From an optimization exercise on the open Yosys and OpenROAD flow, aimed at small area; shortcuts taken in it are not production practice.
In this exercise RTL edits were held to simulation tests only and were not proved equivalent to the original.
Power is estimated from default activity; no workload was simulated.

==> try-willow <==
==> flow/design.v <==
`timescale 1ns / 1ps
`timescale 1ns / 1ps
`timescale 1ns / 1ps
`timescale 1ns / 1ps
`timescale 1ns / 1ps
`timescale 1ns / 1ps
module stopwatch(
    reset,
    btnS,
    btnR,
    sw,
    clk,
    an,
    seg,
    Led,
    LedA,
    LedB
    );
input reset;
input btnS;
input btnR;
output reg [2:0] Led;
output [1:0] LedA;
output reg LedB;
input [2:0] sw;
input clk;
output [3:0] an;
output [7:0] seg;
reg [9:0] c1;    
reg [8:0] c2;    
reg [6:0] c8;    
reg       p8;    
reg [3:0] c10;   
wire tick1  = &c1;
wire tick2  = &c2;
wire tick8  = &c8;
wire tick4  = (c8 == 7'd64) & p8;   
wire tick50 = &c10;
wire ph2    = (c10 == 4'd13);       
wire ph5    = (c10 == 4'd6);        
always @(posedge clk) begin
    if (reset) begin
        c1  <= 10'd523;
        c2  <= 9'd261;
        c8  <= 7'd65;
        p8  <= 1'b0;
        c10 <= 4'd11;
    end else begin
        c1  <= tick1  ? 10'd22 : c1 + 10'd1;
        c2  <= tick2  ? 9'd10  : c2 + 9'd1;
        c8  <= tick8  ? 7'd2   : c8 + 7'd1;
        p8  <= p8 ^ tick8;
        c10 <= tick50 ? 4'd6   : c10 + 4'd1;
    end
end
reg rst_db, btnR_db, pause, pauseLed;
assign LedA = {rst_db, pauseLed};
always @(posedge clk) begin
    if (reset) begin
        rst_db   <= 1'b0;
        btnR_db  <= 1'b0;
        pause    <= 1'b0;
        pauseLed <= 1'b0;
    end else if (tick8) begin
        rst_db  <= btnS;
        btnR_db <= btnR;
        if (btnR & ~btnR_db) begin
            pause    <= ~pause;
            pauseLed <= pause;
        end
    end
end
always @(posedge clk)
    Led <= reset ? 3'b000 : sw;
reg [3:0] su, mu;
reg [2:0] st, mt;
reg [1:0] pend;    
wire mode01 = ~sw[1] & sw[0];
wire cs     = mode01 ? tick2 : tick1;
wire go     = cs & ~pause & ~(sw[1] & sw[0]);
wire [1:0] op_now = sw[1] ? 2'd3 : (mode01 & sw[2]) ? 2'd2 : 2'd1;
wire hold   = go & ph2;
wire [1:0] op = (go & ~ph2) ? op_now : ph5 ? pend : 2'd0;
wire up   = (op == 2'd1);
wire upm  = (op == 2'd2);
wire dn   = (op == 2'd3);
wire su9 = (su == 4'd9), su0 = (su == 4'd0);
wire st5 = (st == 3'd5), st0 = (st == 3'd0);
wire mu9 = (mu == 4'd9), mu0 = (mu == 4'd0);
wire mt5 = (mt == 3'd5), mt0 = (mt == 3'd0);
wire e_st = (up & su9) | (dn & su0);
wire e_mu = (up & su9 & st5) | upm | (dn & su0 & st0);
wire e_mt = e_mu & (dn ? mu0 : mu9);
always @(posedge clk) begin
    if (reset | rst_db) begin
        su <= 4'd0; st <= 3'd0; mu <= 4'd0; mt <= 3'd0;
        pend <= 2'd0;
        LedB <= 1'b0;
    end else begin
        if (up | dn) su <= dn ? (su0 ? 4'd9 : su - 4'd1) : (su9 ? 4'd0 : su + 4'd1);
        if (e_st)    st <= dn ? (st0 ? 3'd5 : st - 3'd1) : (st5 ? 3'd0 : st + 3'd1);
        if (e_mu)    mu <= dn ? (mu0 ? 4'd9 : mu - 4'd1) : (mu9 ? 4'd0 : mu + 4'd1);
        if (e_mt)    mt <= dn ? (mt0 ? 3'd5 : mt - 3'd1) : (mt5 ? 3'd0 : mt + 3'd1);
        if (hold)      pend <= op_now;
        else if (ph5)  pend <= 2'd0;
        if (cs) begin
            if (pause) LedB <= 1'b1;
            else if (~(sw[1] & sw[0])) LedB <= 1'b0;
        end
    end
end
reg [1:0] digPos;
reg       valid;
reg       count_four;
reg [3:0] stage, segd;
reg       mHi, mLo;
always @(posedge clk) begin
    if (reset) begin
        digPos     <= 2'd0;
        valid      <= 1'b0;
        count_four <= 1'b0;
    end else begin
        if (tick4) count_four <= ~count_four;
        if (tick50) begin
            digPos <= digPos + 2'd1;
            if (digPos == 2'd1) valid <= 1'b1;
        end
    end
end
reg [3:0] cur;
always @(*) begin
    case (digPos)
        2'd0: cur = su;
        2'd1: cur = {1'b0, st};
        2'd2: cur = mu;
        default: cur = {1'b0, mt};
    endcase
end
always @(posedge clk) begin
    if (tick50) begin
        stage <= rst_db ? 4'd0 : cur;
        segd  <= stage;
        mHi   <= mode01 & count_four & sw[2];
        mLo   <= mode01 & count_four & ~sw[2];
    end
end
wire [1:0] shown = digPos - 2'd2;
assign an[0] = ~valid | mLo | (shown != 2'd0);
assign an[1] = ~valid | mLo | (shown != 2'd1);
assign an[2] = ~valid | mHi | (shown != 2'd2);
assign an[3] = ~valid | mHi | (shown != 2'd3);
wire [3:0] d = segd;
wire [6:0] pat;
assign pat[0] = (~d[3] & ~d[2] & ~d[1] & d[0]) | (d[2] & ~d[1] & ~d[0]);
assign pat[1] = d[2] & (d[1] ^ d[0]);
assign pat[2] = ~d[2] & d[1] & ~d[0];
assign pat[3] = (~d[2] & ~d[1] & d[0]) | (d[2] & ~d[1] & ~d[0]) | (d[2] & d[1] & d[0]);
assign pat[4] = d[0] | (d[2] & ~d[1]);
assign pat[5] = (~d[3] & ~d[2] & d[0]) | (~d[2] & d[1]) | (d[1] & d[0]);
assign pat[6] = (~d[3] & ~d[2] & ~d[1]) | (d[2] & d[1] & d[0]);
assign seg = valid ? {digPos != 2'd0, pat} : 8'hFF;
endmodule
==> flow/run.sh <==
#!/bin/bash
# synth_recipe.tcl (not shown) runs the flow's synth.tcl, then flattens the netlist and writes it again
# the make line also repeats each setting of config.mk as NAME=value (left out here)
make -C /OpenROAD-flow-scripts/flow DESIGN_CONFIG=/design/flow/config.mk WORK_HOME=/design/flow/orfs CLKGATE_MAP_FILE= SYNTH_SCRIPT=/design/flow/synth_recipe.tcl finish
==> flow/config.mk <==
export PLATFORM = sky130hd
export DESIGN_NAME = stopwatch
export DESIGN_NICKNAME = stopwatch
export VERILOG_FILES = /design/flow/design.v
export SDC_FILE = /design/flow/constraint.sdc
export NUM_CORES = 4
export LEC_CHECK = 0
export ABC_AREA = 1
export CAP_MARGIN = 20
export CORE_MARGIN = 2
export CORE_UTILIZATION = 40
export SLEW_MARGIN = 20
==> flow/constraint.sdc <==
create_clock -name core_clock -period 10.0 [get_ports {clk}]
set_input_delay 2.0000 -clock core_clock [delete_from_list [all_inputs] [get_ports {clk}]]
set_output_delay 2.0000 -clock core_clock [all_outputs]
set_load 0.01 [all_outputs]
==> try-onyx: changes against try-willow <==
--- a/flow/design.v
+++ b/flow/design.v
@@ -27,29 +27,33 @@
 output [3:0] an;
 output [7:0] seg;
-reg [9:0] c1;    
-reg [8:0] c2;    
-reg [6:0] c8;    
-reg       p8;    
-reg [3:0] c10;   
-wire tick1  = &c1;
-wire tick2  = &c2;
-wire tick8  = &c8;
-wire tick4  = (c8 == 7'd64) & p8;   
-wire tick50 = &c10;
-wire ph2    = (c10 == 4'd13);       
-wire ph5    = (c10 == 4'd6);        
+reg [1:0] m4;
+reg [5:0] m63;
+reg [8:0] m501;
+reg [8:0] c2;
+reg [2:0] m5;
+wire even   = ~m4[0];
+wire s62    = (m63 == 6'd32);
+wire j501   = (m501 == 9'd289);
+wire tick2  = (c2 == 9'd264);
+wire j5     = (m5 == 3'd6);
+wire tick1  = even & j501;
+wire tick8  = even & s62;
+wire tick4  = (m4 == 2'd1) & s62;
+wire tick50 = even & j5;
+wire ph2    = even & (m5 == 3'd3);      
+wire ph5    = m4[0] & (m5 == 3'd4);     
 always @(posedge clk) begin
     if (reset) begin
-        c1  <= 10'd523;
-        c2  <= 9'd261;
-        c8  <= 7'd65;
-        p8  <= 1'b0;
-        c10 <= 4'd11;
+        m4   <= 2'd0;
+        m63  <= 6'd1;
+        m501 <= 9'd66;
+        c2   <= 9'd21;
+        m5   <= 3'd4;
     end else begin
-        c1  <= tick1  ? 10'd22 : c1 + 10'd1;
-        c2  <= tick2  ? 9'd10  : c2 + 9'd1;
-        c8  <= tick8  ? 7'd2   : c8 + 7'd1;
-        p8  <= p8 ^ tick8;
-        c10 <= tick50 ? 4'd6   : c10 + 4'd1;
+        m4   <= m4 + 2'd1;
+        m63  <= {m63[4:0],  m63[5] ^ m63[4]};
+        m501 <= {m501[7:0], m501[8] ^ m501[3] ^ j501};
+        c2   <= {c2[7:0],   c2[8] ^ c2[3] ^ tick2};
+        m5   <= {m5[1:0],   m5[2] ^ m5[0] ^ j5};
     end
 end
@@ -114,5 +118,5 @@
 reg       count_four;
 reg [3:0] stage, segd;
-reg       mHi, mLo;
+reg       blank;    
 always @(posedge clk) begin
     if (reset) begin
@@ -141,13 +145,12 @@
         stage <= rst_db ? 4'd0 : cur;
         segd  <= stage;
-        mHi   <= mode01 & count_four & sw[2];
-        mLo   <= mode01 & count_four & ~sw[2];
+        blank <= mode01 & count_four & (sw[2] == (digPos[1] ^ ~digPos[0]));
     end
 end
 wire [1:0] shown = digPos - 2'd2;
-assign an[0] = ~valid | mLo | (shown != 2'd0);
-assign an[1] = ~valid | mLo | (shown != 2'd1);
-assign an[2] = ~valid | mHi | (shown != 2'd2);
-assign an[3] = ~valid | mHi | (shown != 2'd3);
+assign an[0] = ~valid | blank | (shown != 2'd0);
+assign an[1] = ~valid | blank | (shown != 2'd1);
+assign an[2] = ~valid | blank | (shown != 2'd2);
+assign an[3] = ~valid | blank | (shown != 2'd3);
 wire [3:0] d = segd;
 wire [6:0] pat;
==> flow/flow/run.sh (new file) <==
#!/bin/bash
# Own layout flow: the standard layout, with these changes.
#  1. Synthesis is the standard synthesis script (flow/my_synth.tcl is
#     synth_recipe.tcl plus two overrides) with the ABC mapping script
#     replaced by an area-oriented one, and Yosys's own gate-level adder
#     lowering used instead of ORFS's half/full-adder cell mapping, so ABC sees
#     all combinational logic. Everything before ABC (so every register) is
#     unchanged. ABC's deepsyn is randomised: synthesis runs with four seeds
#     in parallel and the netlist with the smallest area is laid out.
#  2. Ports are buffered with sky130_fd_sc_hd__buf_1.
#  3. CTS settings in CTS_ARGS below.
set -euo pipefail
HERE=$(pwd)
FL=$HERE/flow
sed -e "s#SYNTH_SCRIPT=[^ ]*#SYNTH_SCRIPT=$FL/my_synth.tcl#" standard.sh > own_synth.sh
export MY_ABC_NOD=1
export MY_NO_ADDER=1
for k in 1 2 3 4; do
  sed -e "s#WORK_HOME=[^ ]*#WORK_HOME=$HERE/orfs_s$k#" own_synth.sh > own_synth_$k.sh
  sed -e "s#&deepsyn .*#\&deepsyn -T 30 -S $k#" $FL/area.abc > area_$k.abc
  MY_ABC_SCRIPT=$HERE/area_$k.abc bash own_synth_$k.sh synth > synth_s$k.log 2>&1 &
done
wait
best=""; besta=""
for k in 1 2 3 4; do
  f=orfs_s$k/reports/$FLOW_PLATFORM/stopwatch/base/synth_stat.txt
  [[ -f $f ]] || continue
  a=$(grep "Chip area for module" $f | awk '{print $NF}')
  echo "seed $k area $a" >> synth_choice.log
  if [[ -z $best ]] || awk "BEGIN{exit !($a < $besta)}"; then best=$k; besta=$a; fi
done
echo "chosen seed $best area $besta" >> synth_choice.log
mv orfs_s$best orfs
for k in 1 2 3 4; do rm -rf orfs_s$k; done
export BUFFER_PORTS_ARGS="-buffer_cell sky130_fd_sc_hd__buf_1"
export CTS_ARGS="-sink_clustering_enable -repair_clock_nets -sink_clustering_size 30 -sink_clustering_max_diameter 100 -buf_list sky130_fd_sc_hd__clkbuf_4 -dont_use_dummy_load"
bash standard.sh finish > layout.log 2>&1
==> flow/flow/area.abc (new file) <==
strash
&get -n
&deepsyn -T 20 -S 1
&put
dch -f
amap
topo
==> flow/flow/my_synth.tcl (new file) <==
proc synth {args} { yosys synth -nofsm -noshare {*}$args }
proc abc {args} {
  set i [lsearch -exact $args -script]
  if {$i >= 0 && [info exists ::env(MY_ABC_SCRIPT)]} { lset args [expr {$i + 1}] $::env(MY_ABC_SCRIPT) }
  set j [lsearch -exact $args -D]
  if {$j >= 0 && [info exists ::env(MY_ABC_NOD)]} { set args [lreplace $args $j [expr {$j + 1}]] }
  yosys abc {*}$args
}
if {[info exists ::env(MY_NO_ADDER)]} { unset -nocomplain ::env(ADDER_MAP_FILE) }
source $::env(SCRIPTS_DIR)/synth.tcl
# left out here: clear keep_hierarchy, flatten, clean up, hide names made inside functions, write 1_2_yosys.v
==> flow/standard.sh (new file) <==
#!/bin/bash
# synth_recipe.tcl (not shown) runs the flow's synth.tcl, then flattens the netlist and writes it again
# the make line also repeats each setting of config.mk as NAME=value (left out here)
make -C /OpenROAD-flow-scripts/flow DESIGN_CONFIG=/design/flow/config.mk WORK_HOME=/design/flow/orfs CLKGATE_MAP_FILE= SYNTH_SCRIPT=/design/flow/synth_recipe.tcl "${@:-finish}"
CORE_UTILIZATION = 60   (was 40)
CTS_BUF_LIST = sky130_fd_sc_hd__clkbuf_4   (was not set)
CTS_CLUSTER_DIAMETER = 100   (was not set)
CTS_CLUSTER_SIZE = 30   (was not set)
removed: flow/run.sh
==> notes.md <==
- Between try-willow and try-onyx, the lower via count is in try-onyx (gap about 40%, measured against try-onyx).
- In try-willow the area after synthesis is larger than in try-onyx, by about 35%.
- Sequential share of layout area: try-onyx is higher than try-willow (13 points).
- In try-onyx the critical path depth is higher than in try-willow, by 20.
- Wire length: try-onyx is lower than try-willow (about 30%).
- Of try-willow and try-onyx, try-onyx has the higher first-iteration DRC count (gap about 16%, measured against try-onyx).
- In try-onyx the design area is smaller than in try-willow, by about 30%.
- Of try-onyx and try-willow, try-willow has the higher flip-flop and latch count (gap 3).
- Against try-willow, the non-clock buffer count of try-onyx is higher by 2.
- Final cell count: try-onyx is lower than try-willow (about 35%).
- Combinational power: try-onyx is smaller than try-willow (about 70%).

-- re-timing with driven ports --
In the flow no input, the clock included, has a driving cell. The finished layouts below were timed again as built, in two steps.
Step 1 sets driving cells, clkbuf_16 on the clock port and buf_2 on the other inputs (assumed; they add their load-dependent delay and slew).
Step 2, shift: input delay + t, output delay - t, t = (earliest + latest rising clock arrival at the registers) / 2. This alone moves slack from input paths to output paths.
a / b / c = ideal ports / drivers / drivers and shift; a / b = the first two.
| run | t (ns) | setup slack, ns | latest minus earliest clock arrival (ns) | worst register clock-pin slew, ns |
|---|---|---|---|---|
| try-willow | 0.360 | 6.252 / 6.222 / 5.935 | 0.014 / 0.014 | 0.08 / 0.08 |
| try-onyx | 0.427 | 4.613 / 4.616 / 4.189 | 0.030 / 0.030 | 0.11 / 0.11 |
After both steps every run listed still meets setup and hold. The setup slack of try-onyx, which loses most, moves by +0.003 ns with the drivers and by -0.424 ns with both steps.
